From an optimization exercise on the open Yosys and OpenROAD flow, aimed at small area; shortcuts taken in it are not production practice.
Function was checked by simulation only, so behaviour that the tests miss may differ from the original.

## flow/design.v (module list and top-level ports; edited modules follow where they fit)
// module odd_even_sort_stage: 25 lines
// module odd_even_sort: 888 lines
module odd_even_sort #(
    parameter n = 32,
    parameter k = 8
)
(
    input [n * k - 1:0] in,
    input clk, reset,
    output [n * k - 1:0] out
);
  // ...
==> flow/flow/run.sh <==
#!/bin/bash
# The standard layout with two changes:
# - synthesis maps the logic with ABC's area-oriented mapper (amap) instead of
#   the delay-oriented one: flow/abc_area.script replaces ORFS's abc_area.script
#   in a copy of ORFS's scripts folder; the rest of synthesis is unchanged, so
#   the registers are the standard synthesis's;
# - buffer_ports puts plain buf_1 cells on every input and output port.
set -euo pipefail
here=$(pwd)
rm -rf "$here/scripts_amap"
cp -r "$FLOW_HOME/scripts" "$here/scripts_amap"
cp "$here/flow/abc_area.script" "$here/scripts_amap/abc_area.script"
export SCRIPTS_DIR="$here/scripts_amap"
export BUFFER_PORTS_ARGS="-buffer_cell sky130_fd_sc_hd__buf_1"
bash standard.sh > standard.log 2>&1
==> flow/flow/abc_area.script <==
strash
dch
amap
topo
stime -c
buffer -c
upsize -c
dnsize -c
==> flow/standard.sh <==
#!/bin/bash
# synth_recipe.tcl (not shown) runs the flow's synth.tcl, then flattens the netlist and writes it again
# the make line also repeats each setting of config.mk as NAME=value (left out here)
make -C /OpenROAD-flow-scripts/flow DESIGN_CONFIG=/design/flow/config.mk WORK_HOME=/design/flow/orfs CLKGATE_MAP_FILE= SYNTH_SCRIPT=/design/flow/synth_recipe.tcl "${@:-finish}"
==> flow/config.mk <==
export PLATFORM = sky130hd
export DESIGN_NAME = odd_even_sort
export DESIGN_NICKNAME = odd_even_sort
export VERILOG_FILES = /design/flow/design.v
export SDC_FILE = /design/flow/constraint.sdc
export NUM_CORES = 4
export LEC_CHECK = 0
export ABC_AREA = 1
export CAP_MARGIN = 20
export CORE_MARGIN = 2
export CORE_UTILIZATION = 55
export CTS_BUF_LIST = sky130_fd_sc_hd__clkbuf_16
export CTS_CLUSTER_DIAMETER = 80
export CTS_CLUSTER_SIZE = 24
export PLACE_DENSITY = 0.68
export SETUP_SLACK_MARGIN = 0.1
export SLEW_MARGIN = 20
==> flow/constraint.sdc <==
create_clock -name core_clock -period 5.0 [get_ports {clk}]
set_input_delay 1.0000 -clock core_clock [delete_from_list [all_inputs] [get_ports {clk}]]
set_output_delay 1.0000 -clock core_clock [all_outputs]
set_load 0.01 [all_outputs]
==> impl_metrics.ini, run 1 <==
[status]
status = no timing/DRC/antenna violations

[die]
pin_count = 514
die-area_um2 = 351000

[drt]
antenna_left = 0
via_per_inst = 5.33
routedWlPerCell_um = 20.5
drt-total-wl_um = 456000

[layout]
clock_cell_area_share = 0.0468
num-multi-input-gates = 6733
multi_input_area_um2 = 40000
design_area_um2 = 210000
finalNonFillerCells = 22300

[global_route]
grt_pass1_wl_um = 657000

[logic_synthesis]
synth.avg_cell_area_um2 = 11.4
synth_top_family_by_area = compound AO/OA/AOI/OAI gates
synth.largest_area_cell = dfxtp_1
synth_xor_xnor_area_share = 0
yosys.cell_types.count = 79
synthAdderAreaFrac = 0.000131

[placement]
dp_hpwl_um = 352000
place_area_um2 = 200000
dp.cells = 21800

[timing]
fin_crit_ps = 4810
maxSlewViolCount = 0
setup_violations = 0
tns_ps = 0

[worst_hold_path]
hold_start = r26[177]

[clock_network]
cts_resized = 0
cts_tree = yes
ctsHoldBuffers = 1

[setup_path]
cpLargestDelayFamily = compound AO/OA/AOI/OAI gates
crit_path_end = out[165]
critPathCaptureType = output port
==> module odd_even_sort_stage, before the edit <==
module odd_even_sort_stage (
    input [7:0] a,
    input [7:0] b,
    output [7:0] hi,
    output [7:0] lo
);
    wire [7:0] g0 = a & ~b;
    wire [7:0] l0 = ~a & b;
    wire [3:0] g1, l1;
    wire [1:0] g2, l2;
    genvar i;
    generate
        for (i = 0; i < 4; i = i + 1) begin : t1
            assign g1[i] = g0[2 * i + 1] | (~l0[2 * i + 1] & g0[2 * i]);
            assign l1[i] = l0[2 * i + 1] | (~g0[2 * i + 1] & l0[2 * i]);
        end
        for (i = 0; i < 2; i = i + 1) begin : t2
            assign g2[i] = g1[2 * i + 1] | (~l1[2 * i + 1] & g1[2 * i]);
            assign l2[i] = l1[2 * i + 1] | (~g1[2 * i + 1] & l1[2 * i]);
        end
    endgenerate
    wire sel = ~(l2[1] | (~g2[1] & l2[0]));
    assign hi = sel ? a : b;
    assign lo = sel ? b : a;
endmodule
==> inputs of run 2 (changes only) <==
--- a/flow/design.v
+++ b/flow/design.v
@@ -4,22 +4,22 @@
     output [7:0] hi,
     output [7:0] lo
 );
-    wire [7:0] g0 = a & ~b;
-    wire [7:0] l0 = ~a & b;
-    wire [3:0] g1, l1;
-    wire [1:0] g2, l2;
+    wire [7:0] gt = a & ~b;
+    wire [7:0] lt = ~a & b;
+    wire [4:0] ge;
+    assign ge[0] = 1'b1;
+    wire [4:0] hg, hl;
+    assign hg[0] = 1'b0;
+    assign hl[0] = 1'b0;
     genvar i;
     generate
-        for (i = 0; i < 4; i = i + 1) begin : t1
-            assign g1[i] = g0[2 * i + 1] | (~l0[2 * i + 1] & g0[2 * i]);
-            assign l1[i] = l0[2 * i + 1] | (~g0[2 * i + 1] & l0[2 * i]);
-        end
-        for (i = 0; i < 2; i = i + 1) begin : t2
-            assign g2[i] = g1[2 * i + 1] | (~l1[2 * i + 1] & g1[2 * i]);
-            assign l2[i] = l1[2 * i + 1] | (~g1[2 * i + 1] & l1[2 * i]);
+        for (i = 0; i < 4; i = i + 1) begin : c
+            assign ge[i + 1] = gt[i] | (~lt[i] & ge[i]);
+            assign hg[i + 1] = gt[i + 4] | (~lt[i + 4] & hg[i]);
+            assign hl[i + 1] = lt[i + 4] | (~gt[i + 4] & hl[i]);
         end
     endgenerate
-    wire sel = ~(l2[1] | (~g2[1] & l2[0]));
+    wire sel = hg[4] | (~hl[4] & ge[4]);
     assign hi = sel ? a : b;
     assign lo = sel ? b : a;
 endmodule
==> impl_metrics.ini, run 2 <==
[die]
num_rows = 215
fp.dieW_um = 591
pin_count = 514
die-area_um2 = 349000
start_util = 0.553
dieHeight_um = 591
core_area_um2 = 343000

[global_route]
grt_overflow = 0
grt_pass1_wl_um = 662000
grt_max_degree = 124
grt_usage = 0.252
grt_antenna_before_repair = 18
grt_pass1_vias = 108000

[drt]
via_per_inst = 5.25
drc = 0
drt_pass1_iterations = 7
wl_met1_um = 180000
routedWlPerCell_um = 20.6
initialDrtViolationCount = 8696
antenna_left = 0
routed-wl-met3_um = 19700
num_vias = 116000
met2_wirelength_um = 222000
top_layer_used = met5
drt-total-wl_um = 456000

[logic_synthesis]
ys_top_cells_by_area = dfxtp_1 73%, o22ai_1 9.1%, inv_1 5.3%
synth_top_flop_cell = dfxtp_1
yosys_warnings = 1
yosys.cell_types.count = 72
synth_common_cells = 6940 x dfxtp_1, 2763 x o22ai_1, 2682 x inv_1
syn-num-nets = 16900
synth_edf_count = 0
synth.largest_area_cell = dfxtp_1
syn_area_um2 = 190000
synth-seq-area-share = 0.734
syn_inst = 16700
synth.most_common_cell = dfxtp_1
async_flop_share = 0.00101
yosys.area.top_type_share = 0.733
synth_seq_cells = 6947
synth.avg_cell_area_um2 = 11.4

[timing]
fin_crit_sh = 0.929
worst_pin_slew_ps = 1100
maxSlewViolCount = 0
max_freq_mhz = 215
timing_hold_violations_final = 0
tns_ps = 0
rsz0062_at_grt = true
slew-limit-headroom = 0.263
setup_violations = 0
finClkSkew_ps = 56.4
fin_crit_ps = 4640

[clock_network]
post-cts-setup-buffer-count = 0
clock_tree.buffer_depth = 4
root_buffer = clkbuf_16
cts_buffers = 344
htree_num_levels = 5
cts_sinks = 6947
clock_latency_ps = 950
clk_pin_slew_ps = 80
cts_tree = yes

[job]
drv_cap = 0

[setup_path]
crit_chain = buf_4, nor2_1, inv_1, nor2_1, inv_1, nor2_1, inv_1, a311oi_1, nor3_1, buf_1
critPathLaunchType = flip-flop
critPathMaxStageDelay_ps = 400
reg2reg_to = r5[192]
cpLargestDelayFamily = simple AND/OR/NAND/NOR gates
regToRegSetupSlack_ps = 450
path_max_fanout = 11
worstPathRequired_ps = 4000
cp-startpoint = r32[179]
cp_slowest_cell = a311oi_1
reg2reg_depth = 23
critPathCaptureType = output port
reg2reg_from = r4[193]
arrival_ps = 3640
worst-path-buf-inv = 5
crit_type = flip-flop to output port

[layout]
final_util = 0.607
nets = 17700
layout.cells.most_common = dfxtp_1
finalNonFillerCells = 22100
area_growth_pct = 9.71
final_cell_mix = 6940 x dfxtp_1, 2759 x o22ai_1, 2687 x inv_1
drive_gt1_frac = 0.0598

[worst_hold_path]
hold-path-endpoint = r32[90]
hold_start = r31[90]
min_path_type = flip-flop to flip-flop
hold_depth = 0

[placement]
portBuffers = 513
dp_hpwl_um = 351000
gp_congestion = 1.03
dp.cells = 21700

[status]
status = no timing/DRC/antenna violations
-- run 2: cells by family (layout without fill, tap and decap cells) --
group,count (synthesis),after routing,synth area share
fa+ha+maj,2,2,0.000132
other cells,0,14,0
compound gates,4454,4454,0.158
simple gates,2051,2051,0.0437
flops,6947,6947,0.734
buf+inv,3207,4068,0.0643
-- run 2: through the flow --
stage	worst slack [ps]	instance area (µm²)	hold WS [ps]
4_1_cts	101	208000	289
2_1_floorplan	951	190000	310
3_5_place_dp	142	198000	312
6_report	355	208000	302
3_3_place_gp	64.0	198000	309
5_1_grt	90.4	208000	288
-- run 2: routing by layer --
layer / up-vias / GRT usage
li1: 58300 / -
met5: - / 0
met3: 934 / 0.0294
met1: 53400 / 0.289
met2: 3318 / 0.447
met4: 6 / 0.164
-- run 2: worst reg2reg max path, cell delays in order, from the launching register on --
cell and delay, ps:
dfxtp_1 430, inv_1 110, o21ai_0 150, a21oi_1 60
a21oi_1 130, a21oi_1 60, o31ai_1 190, o21ai_1 100
o21ai_0 70, o21ai_1 80, a21o_1 160, o21ai_2 220
inv_1 350, o22ai_1 390, inv_1 70, a211oi_1 190
a221o_1 140, o221a_2 170, a2111oi_0 50, a2111o_1 330
a31oi_2 240, inv_2 150, o22ai_1 450, buf_4 200
-- run 2: worst max-delay path by stage --
stage / to / slack [ps] / cells past startpoint
5_1_grt: r1[249] / 90 / 23
6_report: out[229] / 360 / 10
3_3_place_gp: r7[170] / 60 / 20
3_5_place_dp: r7[170] / 140 / 20
2_1_floorplan: r0[74] / 950 / 20
4_1_cts: r7[170] / 100 / 20
-- run 2: layout make-up --
class	instances	area, µm²
Clock buffer	350	8760
Clock inverter	78	1070
Antenna cell	14	35.0
Fill cell	27300	135000
Tap cell	4557	5700
Sequential cell	6947	139000
Multi-Input combinational cell	6507	38400
Inverter	2796	10500
Timing Repair Buffer	844	4440
-- run 2: repair_timing --
item | 4_1_cts | 5_1_grt
hold endpoints to repair | 7 | 0
resized for setup | 0 | 16
hold buffers | 1 | 0
setup endpoints to repair | 0 | 50
==> inputs of run 3 (changes only) <==
--- a/flow/config.mk
+++ b/flow/config.mk
@@ -11,7 +11,7 @@
 export CORE_UTILIZATION = 55
 export CTS_BUF_LIST = sky130_fd_sc_hd__clkbuf_16
 export CTS_CLUSTER_DIAMETER = 80
-export CTS_CLUSTER_SIZE = 24
+export CTS_CLUSTER_SIZE = 28
 export PLACE_DENSITY = 0.68
 export SETUP_SLACK_MARGIN = 0.1
 export SLEW_MARGIN = 20
==> impl_metrics.ini, run 3 <==
[setup_path]
path_max_fanout = 11
arrival_ps = 3600
critPathLaunchType = flip-flop
worstPathRequired_ps = 4000
worst-path-buf-inv = 5
cpLargestDelayFamily = simple AND/OR/NAND/NOR gates
critPathCaptureType = output port
crit_type = flip-flop to output port
crit_chain = buf_4, nor2_1, inv_1, nor2_1, inv_1, nor2_1, inv_1, a311oi_1, nor3_1, buf_1
critPathMaxStageDelay_ps = 400
cp_slowest_cell = a311oi_1

[logic_synthesis]
synthAdderAreaFrac = 0.000132
synth.most_common_cell = dfxtp_1
yosys_warnings = 1
async_flop_share = 0.00101
yosys.area.top_type_share = 0.733
synth_compound_area_frac = 0.158
synth_top_family_by_area = compound AO/OA/AOI/OAI gates
syn_area_um2 = 190000
ys_top_cells_by_area = dfxtp_1 73%, o22ai_1 9.1%, inv_1 5.3%
syn-num-nets = 16900
synthSimpleGateAreaFrac = 0.0437
synth_xor_xnor_area_share = 0
syn_inst = 16700
synth-seq-area-share = 0.734
muxShareOfSynthArea = 0
synth_edf_count = 0
synth.largest_area_cell = dfxtp_1
synth_common_cells = 6940 x dfxtp_1, 2763 x o22ai_1, 2682 x inv_1
synth_top_flop_cell = dfxtp_1
synth.avg_cell_area_um2 = 11.4
yosys.cell_types.count = 72
synth_seq_cells = 6947

[drt]
via_per_inst = 5.24
drt_pass1_iterations = 7
drc = 0
antenna_left = 0
initialDrtViolationCount = 8627
num_vias = 116000
routedWlPerCell_um = 20.5
drt-total-wl_um = 451000

[global_route]
grt_usage = 0.250
grt_overflow = 0
grt_pass1_wl_um = 654000
grt_max_degree = 124
grt_antenna_before_repair = 16
grt_pass1_vias = 107000

[clock_network]
post-cts-setup-buffer-count = 0
clock_latency_ps = 950
htree_num_levels = 5
root_buffer = clkbuf_16
cts_buffers = 307
cts_tree = yes
clock_tree.buffer_depth = 4
clk_pin_slew_ps = 90
cts_sinks = 6947

[timing]
finClkSkew_ps = 52.9
setup_violations = 0
max_freq_mhz = 218
slew-limit-headroom = 0.224
tns_ps = 0
worst_pin_slew_ps = 1160
fin_crit_sh = 0.919
maxSlewViolCount = 0
timing_hold_violations_final = 0
fin_crit_ps = 4600
rsz0062_at_grt = false

[die]
start_util = 0.553
core_area_um2 = 343000
dieHeight_um = 591
die-area_um2 = 349000
num_rows = 215
pin_count = 514
fp.dieW_um = 591

[layout]
area_growth_pct = 9.30
final_cell_mix = 6940 x dfxtp_1, 2761 x o22ai_1, 2687 x inv_1
nets = 17700
fillers = 27400
seq_area_um2 = 139000
layout.cells.most_common = dfxtp_1
final_util = 0.604
multi_input_area_um2 = 38400
drive_gt1_frac = 0.0580
finalNonFillerCells = 22100

[placement]
dp_hpwl_um = 351000
dp.cells = 21700
portBuffers = 513
gp_congestion = 1.03

[status]
status = no timing/DRC/antenna violations

[job]
drv_cap = 0

[worst_hold_path]
min_path_type = flip-flop to flip-flop
## run 3: timing repair
| item | 4_1_cts | 5_1_grt |
|---|---|---|
| setup endpoints to repair | 1 | 52 |
| gates resized for setup | 1 | 13 |
| endpoints found under the hold margin | 7 | 0 |
| hold buffers | 1 | 0 |
## run 3: layout make-up
type,instances,share of cell area
repair buffers,844,0.0214
diodes,12,0.000145
clock buffers,313,0.0378
well taps,4557,0.0275
flip-flops and latches,6947,0.671
inverters,2796,0.0507
multi-input cells,6507,0.185
clock inverters,80,0.00605
## run 3: kinds of logic (layout without fill, tap and decap cells)
group | after synthesis | count (layout)
buffers and inverters | 3207 | 4033
other | 0 | 12
adders and majority gates | 2 | 2
AOI/OAI and AO/OA | 4454 | 4454
DFF | 6947 | 6947
and+or+nand+nor | 2051 | 2051
## run 3: path summary, 6_finish.rpt
check	startpoint	endpoint	slack (ps)	depth (start not counted)
hold reg to reg	r15[138]	r16[138]	310	0
hold / removal	r15[138]	r16[138]	310	0
max in group asynchronous	reset	since[5]	4200	3
setup reg to reg	r4[193]	r5[192]	440	23
setup / recovery	r32[179]	out[229]	400	10
min in group asynchronous	reset	since[3]	580	3
## run 3: worst register-to-register path: cells and delay by family (launching register included)
kind                   cells  cell delay (ps)
AOI/OAI and AO/OA         18             3230
DFF                        1              430
buffers and inverters      5              860
## run 3: routing by layer
metal | wire length, µm | up-vias | share of wire | global-route usage
met3 | 20400 | 956 | 0.045 | 0.0297
met5 | 46 | - | 0.00010 | 0
met2 | 217000 | 3363 | 0.48 | 0.437
li1 | - | 58200 | - | -
met4 | 35800 | 6 | 0.079 | 0.169
met1 | 179000 | 53100 | 0.40 | 0.286
## run 3: stage by stage
step           hold slack (ps)  setup WS [ps]  cell area (µm²)
2_1_floorplan              310            951           190000
3_3_place_gp               309           64.0           198000
3_5_place_dp               312            142           198000
4_1_cts                    302            174           207000
5_1_grt                    303            103           207000
6_report                   310            405           207000
==> inputs of run 4 (changes only) <==
--- a/flow/design.v
+++ b/flow/design.v
@@ -6,20 +6,22 @@
 );
     wire [7:0] gt = a & ~b;
     wire [7:0] lt = ~a & b;
+    wire [3:0] g, l;
+    genvar i;
+    generate
+        for (i = 0; i < 4; i = i + 1) begin : grp
+            assign g[i] = gt[2 * i + 1] | (~lt[2 * i + 1] & gt[2 * i]);
+            assign l[i] = lt[2 * i + 1] | (~gt[2 * i + 1] & lt[2 * i]);
+        end
+    endgenerate
     wire [4:0] ge;
     assign ge[0] = 1'b1;
-    wire [4:0] hg, hl;
-    assign hg[0] = 1'b0;
-    assign hl[0] = 1'b0;
-    genvar i;
     generate
         for (i = 0; i < 4; i = i + 1) begin : c
-            assign ge[i + 1] = gt[i] | (~lt[i] & ge[i]);
-            assign hg[i + 1] = gt[i + 4] | (~lt[i + 4] & hg[i]);
-            assign hl[i + 1] = lt[i + 4] | (~gt[i + 4] & hl[i]);
+            assign ge[i + 1] = g[i] | (~l[i] & ge[i]);
         end
     endgenerate
-    wire sel = hg[4] | (~hl[4] & ge[4]);
+    wire sel = ge[4];
     assign hi = sel ? a : b;
     assign lo = sel ? b : a;
 endmodule
--- a/flow/config.mk
+++ b/flow/config.mk
@@ -11,7 +11,7 @@
 export CORE_UTILIZATION = 55
 export CTS_BUF_LIST = sky130_fd_sc_hd__clkbuf_16
 export CTS_CLUSTER_DIAMETER = 80
-export CTS_CLUSTER_SIZE = 28
+export CTS_CLUSTER_SIZE = 24
 export PLACE_DENSITY = 0.68
 export SETUP_SLACK_MARGIN = 0.1
 export SLEW_MARGIN = 20
==> impl_metrics.ini, run 4 <==
[timing]
rsz0062_at_grt = true
slew-limit-headroom = 0.251
tns_ps = 0
setup_violations = 0
timing_hold_violations_final = 0
worst_pin_slew_ps = 1110
maxSlewViolCount = 0
fin_crit_ps = 4730
setup_ws_ps = 265
finClkSkew_ps = 93.1
fin_crit_sh = 0.947
fin_hold_ws_ps = 256
max_freq_mhz = 211

[setup_path]
crit_chain = inv_2, o211ai_2, o221ai_1, o221ai_1, a31oi_2, a2111o_1, o311ai_4, o22ai_2, nor2_2, nand2_1, and3_1, a311oi_1, o31ai_1, a311oi_1, buf_4, o31ai_1, a311oi_1, o31ai_1, a311o_1, a31oi_1, o31a_1, o31a_1, a21boi_2
worst-path-buf-inv = 2
path_max_fanout = 6
cp_num_cells = 23
cp_slowest_cell = a311oi_1
critPathLaunchType = flip-flop
crit_type = flip-flop to flip-flop
critPathCaptureType = flip-flop
reg2reg_depth = 23
critPathMaxStageDelay_ps = 400
cpLargestDelayFamily = compound AO/OA/AOI/OAI gates
arrival_ps = 5580
worstPathRequired_ps = 5840

[logic_synthesis]
synth-seq-area-share = 0.740
yosys.cell_types.count = 94
synth_seq_cells = 6947
syn_area_um2 = 188000
synth_top_flop_cell = dfxtp_1
synth.largest_area_cell = dfxtp_1
yosys_warnings = 1
synth_common_cells = 6940 x dfxtp_1, 2641 x o22ai_1, 2458 x inv_1
synth_edf_count = 0
synth.most_common_cell = dfxtp_1
synth.avg_cell_area_um2 = 11.5
async_flop_share = 0.00101
syn_inst = 16300
syn-num-nets = 16500
ys_top_cells_by_area = dfxtp_1 74%, o22ai_1 8.8%, inv_1 4.9%
yosys.area.top_type_share = 0.739

[die]
num_rows = 214
die-area_um2 = 347000
core_area_um2 = 340000
fp.dieW_um = 589
dieHeight_um = 589
pin_count = 514
start_util = 0.553

[drt]
top_layer_used = met5
num_vias = 113000
drt-total-wl_um = 430000
drt_pass1_iterations = 12
via_per_inst = 5.22
routedWlPerCell_um = 19.8
drc = 0
routed-wl-met3_um = 17800
initialDrtViolationCount = 8644
antenna_left = 0
wl_met1_um = 173000
met2_wirelength_um = 205000

[status]
status = no timing/DRC/antenna violations

[global_route]
grt_pass1_vias = 103000
grt_max_degree = 126
grt_pass1_wl_um = 624000
grt_overflow = 0
grt_usage = 0.238
grt_antenna_before_repair = 19

[layout]
layout.cells.most_common = dfxtp_1
drive_gt1_frac = 0.0565
design_area_um2 = 207000
final_cell_mix = 6940 x dfxtp_1, 2633 x o22ai_1, 2460 x inv_1
nets = 17400
fillers = 27300
area_growth_pct = 9.90

[clock_network]
clock_latency_ps = 990
clock_tree.buffer_depth = 4
root_buffer = clkbuf_16
cts_sinks = 6947
cts_tree = yes
htree_num_levels = 5
cts_buffers = 342
clk_pin_slew_ps = 90

[placement]
portBuffers = 513
dp_hpwl_um = 333000
gp_congestion = 1.01
dpl_worst_slack_ps = -216
place_area_um2 = 197000

[worst_hold_path]
hold_depth = 0
min_path_type = flip-flop to flip-flop

[job]
drv_cap = 0
-- run 4: cell count changes after synthesis, sizes merged, moves of 61 or more --
| cell | delta |
|---|---|
| a21oi | +148 |
| o21a | +91 |
| o211ai | +61 |
| nor3 | -115 |
| o22ai | -130 |
| inv | -280 |
| a221oi | +138 |
| o21ai | -181 |
-- run 4: kinds of logic (layout without fill, tap and decap cells) --
| family | Yosys count | after routing | share of synthesized area |
|---|---|---|---|
| flops | 6947 | 6947 | 0.740 |
| compound gates | 4440 | 4440 | 0.159 |
| buf+inv | 2930 | 3822 | 0.0592 |
| simple gates | 1965 | 1965 | 0.0422 |
| fa+ha+maj | 2 | 2 | 0.000133 |
| other cells | 0 | 13 | 0 |
-- run 4: path summary, 6_finish.rpt --
| kind | from | to | slack [ps] |
|---|---|---|---|
| max | r6[17] | r7[190] | 270 |
| min | r16[170] | r17[170] | 260 |
| max reg2reg | r6[17] | r7[190] | 270 |
| min reg2reg | r16[170] | r17[170] | 260 |
| max in group asynchronous | reset | since[2] | 4220 |
| min in group asynchronous | reset | since[5] | 570 |
-- run 4: layout make-up --
cell class | instances | area (µm²) | area share
Antenna cell | 13 | 32.5 | 0.000157
Clock buffer | 348 | 8710 | 0.0421
Clock inverter | 68 | 981 | 0.00475
Inverter | 2519 | 9470 | 0.0458
Multi-Input combinational cell | 6407 | 37900 | 0.183
Sequential cell | 6947 | 139000 | 0.673
Tap cell | 4536 | 5680 | 0.0275
Timing Repair Buffer | 887 | 4760 | 0.0230
-- run 4: timing repair --
action | 4_1_cts | 5_1_grt
pin swaps | 0 | 2
hold endpoints to repair | 7 | 0
resized for setup | 1 | 17
setup buffers | 0 | 10
hold buffers | 1 | 0
setup endpoints to repair | 14 | 227
-- run 4: per-stage QoR --
step / instances / utilization
2_1_floorplan: 16300 / -
3_3_place_gp: 21300 / 0.578
3_5_place_dp: 21300 / 0.578
4_1_cts: 21700 / 0.607
5_1_grt: 21700 / 0.608
6_report: 21700 / 0.608
-- run 4: layer usage --
| layer | up-vias | global-route usage |
|---|---|---|
| met5 | - | 0 |
| met4 | 8 | 0.165 |
| met3 | 981 | 0.0243 |
| met2 | 3196 | 0.413 |
| met1 | 51900 | 0.277 |
| li1 | 57400 | - |
==> inputs of run 5 (changes only) <==
--- a/flow/config.mk
+++ b/flow/config.mk
@@ -11,7 +11,7 @@
 export CORE_UTILIZATION = 55
 export CTS_BUF_LIST = sky130_fd_sc_hd__clkbuf_16
 export CTS_CLUSTER_DIAMETER = 80
-export CTS_CLUSTER_SIZE = 24
+export CTS_CLUSTER_SIZE = 28
 export PLACE_DENSITY = 0.68
 export SETUP_SLACK_MARGIN = 0.1
 export SLEW_MARGIN = 20
==> impl_metrics.ini, run 5 <==
[status]
status = no timing/DRC/antenna violations

[setup_path]
cp-startpoint = r6[233]
reg2reg_depth = 15
reg2reg_from = r6[233]
reg2reg_to = r7[170]
crit_type = flip-flop to flip-flop
worstPathRequired_ps = 5860
path_max_fanout = 15
arrival_ps = 5580
critPathLaunchType = flip-flop
critPathCaptureType = flip-flop
regToRegSetupSlack_ps = 280

[drt]
initialDrtViolationCount = 8402
drt_pass1_iterations = 9
num_vias = 113000
via_per_inst = 5.21
drc = 0
antenna_left = 0
routedWlPerCell_um = 19.7
drt-total-wl_um = 427000

[logic_synthesis]
synth-seq-area-share = 0.740
yosys.cell_types.count = 94
synth_edf_count = 0
yosys_warnings = 1
synth_common_cells = 6940 x dfxtp_1, 2641 x o22ai_1, 2458 x inv_1
synth.most_common_cell = dfxtp_1
synth_seq_cells = 6947
ys_top_cells_by_area = dfxtp_1 74%, o22ai_1 8.8%, inv_1 4.9%
syn_inst = 16300
async_flop_share = 0.00101
syn_area_um2 = 188000
yosys.area.top_type_share = 0.739
synth.largest_area_cell = dfxtp_1
synth.avg_cell_area_um2 = 11.5
syn-num-nets = 16500
synth_top_flop_cell = dfxtp_1

[timing]
finClkSkew_ps = 52.5
max_freq_mhz = 212
fin_crit_sh = 0.943
rsz0062_at_grt = true
fin_crit_ps = 4720
slew-limit-headroom = 0.253
worst_pin_slew_ps = 1110
tns_ps = 0
timing_hold_violations_final = 0
setup_violations = 0
maxSlewViolCount = 0
fin_hold_ws_ps = 310

[worst_hold_path]
hold_start = r31[31]
hold-path-endpoint = r32[31]
hold_depth = 0
min_path_type = flip-flop to flip-flop

[clock_network]
clk_pin_slew_ps = 100
clock_tree.buffer_depth = 4
htree_num_levels = 5
cts_tree = yes
clock_latency_ps = 940
cts_sinks = 6947
cts_buffers = 304
root_buffer = clkbuf_16

[layout]
drive_gt1_frac = 0.0548
multi_input_area_um2 = 37900
design_area_um2 = 206000
area_growth_pct = 9.49
layout.cells.most_common = dfxtp_1
seq_area_um2 = 139000
fillers = 27500
nets = 17300
final_cell_mix = 6940 x dfxtp_1, 2634 x o22ai_1, 2463 x inv_1

[global_route]
grt_max_degree = 126
grt_antenna_before_repair = 17
grt_overflow = 0
grt_pass1_vias = 102000
grt_usage = 0.236
grt_pass1_wl_um = 619000

[placement]
dp_hpwl_um = 333000
place_area_um2 = 197000
portBuffers = 513
gp_congestion = 1.01

[job]
drv_cap = 0

[die]
die-area_um2 = 347000
fp.dieW_um = 589
pin_count = 514
core_area_um2 = 340000
num_rows = 214
start_util = 0.553
dieHeight_um = 589
-- run 5: layer usage --
layer | global-route usage | up-vias | share of wire | routed length [µm]
met5 | 0 | - | 0.00015 | 66
met2 | 0.409 | 3218 | 0.48 | 204000
li1 | - | 57300 | - | -
met3 | 0.0275 | 932 | 0.042 | 18100
met1 | 0.276 | 51600 | 0.40 | 173000
met4 | 0.158 | 6 | 0.076 | 32500
-- run 5: logic make-up (layout without fill, tap and decap cells) --
| family | Yosys count | in the layout | synth area share |
|---|---|---|---|
| buffers and inverters | 2930 | 3796 | 0.0592 |
| DFF | 6947 | 6947 | 0.740 |
| and+or+nand+nor | 1965 | 1965 | 0.0422 |
| adders and majority gates | 2 | 2 | 0.000133 |
| other | 0 | 17 | 0 |
| AOI/OAI and AO/OA | 4440 | 4440 | 0.159 |
-- run 5: worst max-delay path by stage --
stage	slack, ps	end	depth (start not counted)
finish	280	r7[170]	15
global route	80	r2[57]	23
CTS	140	r5[65]	23
detailed placement	-220	r3[144]	19
global placement	-250	r3[145]	19
floorplan	740	r0[243]	25
-- run 5: stage by stage --
step | std cells | worst slack [ps] | util
floorplan | 16300 | 739 | -
global route | 21700 | 79.7 | 0.605
detailed placement | 21300 | -216 | 0.578
CTS | 21700 | 135 | 0.605
global placement | 21300 | -247 | 0.578
finish | 21700 | 284 | 0.605
-- run 5: layout make-up --
cell class                      instances  area share
Multi-Input combinational cell       6407       0.184
Clock inverter                         81     0.00574
Timing Repair Buffer                  887      0.0231
Sequential cell                      6947       0.676
Antenna cell                           17    0.000207
Clock buffer                          309      0.0376
Inverter                             2519      0.0460
Tap cell                             4536      0.0276
-- run 5: repair_timing --
action,in CTS,in global routing
setup endpoints to repair,14,229
hold buffers,1,0
gates resized for setup,1,17
endpoints found under the hold margin,7,0
pin swaps,0,2
buffers inserted,0,10
-- run 5: critical path, stage by stage, from the launching register on --
cell and delay, ps:
dfxtp_1 450, inv_1 110, o221ai_1 240, a222oi_1 200
a221o_1 370, a311oi_1 300, buf_4 270, inv_1 210
o22ai_1 430, nor2_1 160, or4_1 530, a2111oi_0 350
buf_4 210, o21ai_0 140, a2111oi_0 490, buf_4 200

-- what the ideal ports hide --
Ports are ideal in the flow. The routed layouts listed here were re-timed in OpenROAD. Step 1, drivers: a clkbuf_16 drives clk and a buf_2 each remaining input, both assumed. Step 2, shift: input delay + t, output delay - t, t = (earliest + latest rising clock arrival at the registers) / 2. This alone moves slack from input paths to output paths. a / b / c = ideal / step 1 / step 2; a / b = the first two.
| run | t, ns | slack for setup (ns) | hold WS [ns] | clock arrival spread, ns | worst data-port slew with drivers (ns) |
|---|---|---|---|---|---|
| run 1 | 1.057 | 0.191 / 0.066 / 0.244 | 0.282 / 0.282 / 0.282 | 0.069 / 0.068 | 0.06 |
| run 2 | 1.032 | 0.355 / 0.245 / 0.092 | 0.302 / 0.302 / 0.302 | 0.068 / 0.068 | 0.07 |
| run 3 | 1.039 | 0.405 / 0.294 / 0.121 | 0.310 / 0.310 / 0.310 | 0.077 / 0.077 | 0.06 |
| run 4 | 1.050 | 0.265 / 0.216 / -0.111 | 0.256 / 0.256 / 0.256 | 0.096 / 0.097 | 0.07 |
| run 5 | 1.033 | 0.284 / 0.185 / -0.081 | 0.310 / 0.293 / 0.310 | 0.054 / 0.054 | 0.07 |
Met with ideal ports but missed after step 2: setup timing in run 4 and run 5. For run 4, which loses most, drivers alone change the setup slack by -0.049 ns; drivers and shift together by -0.376 ns.
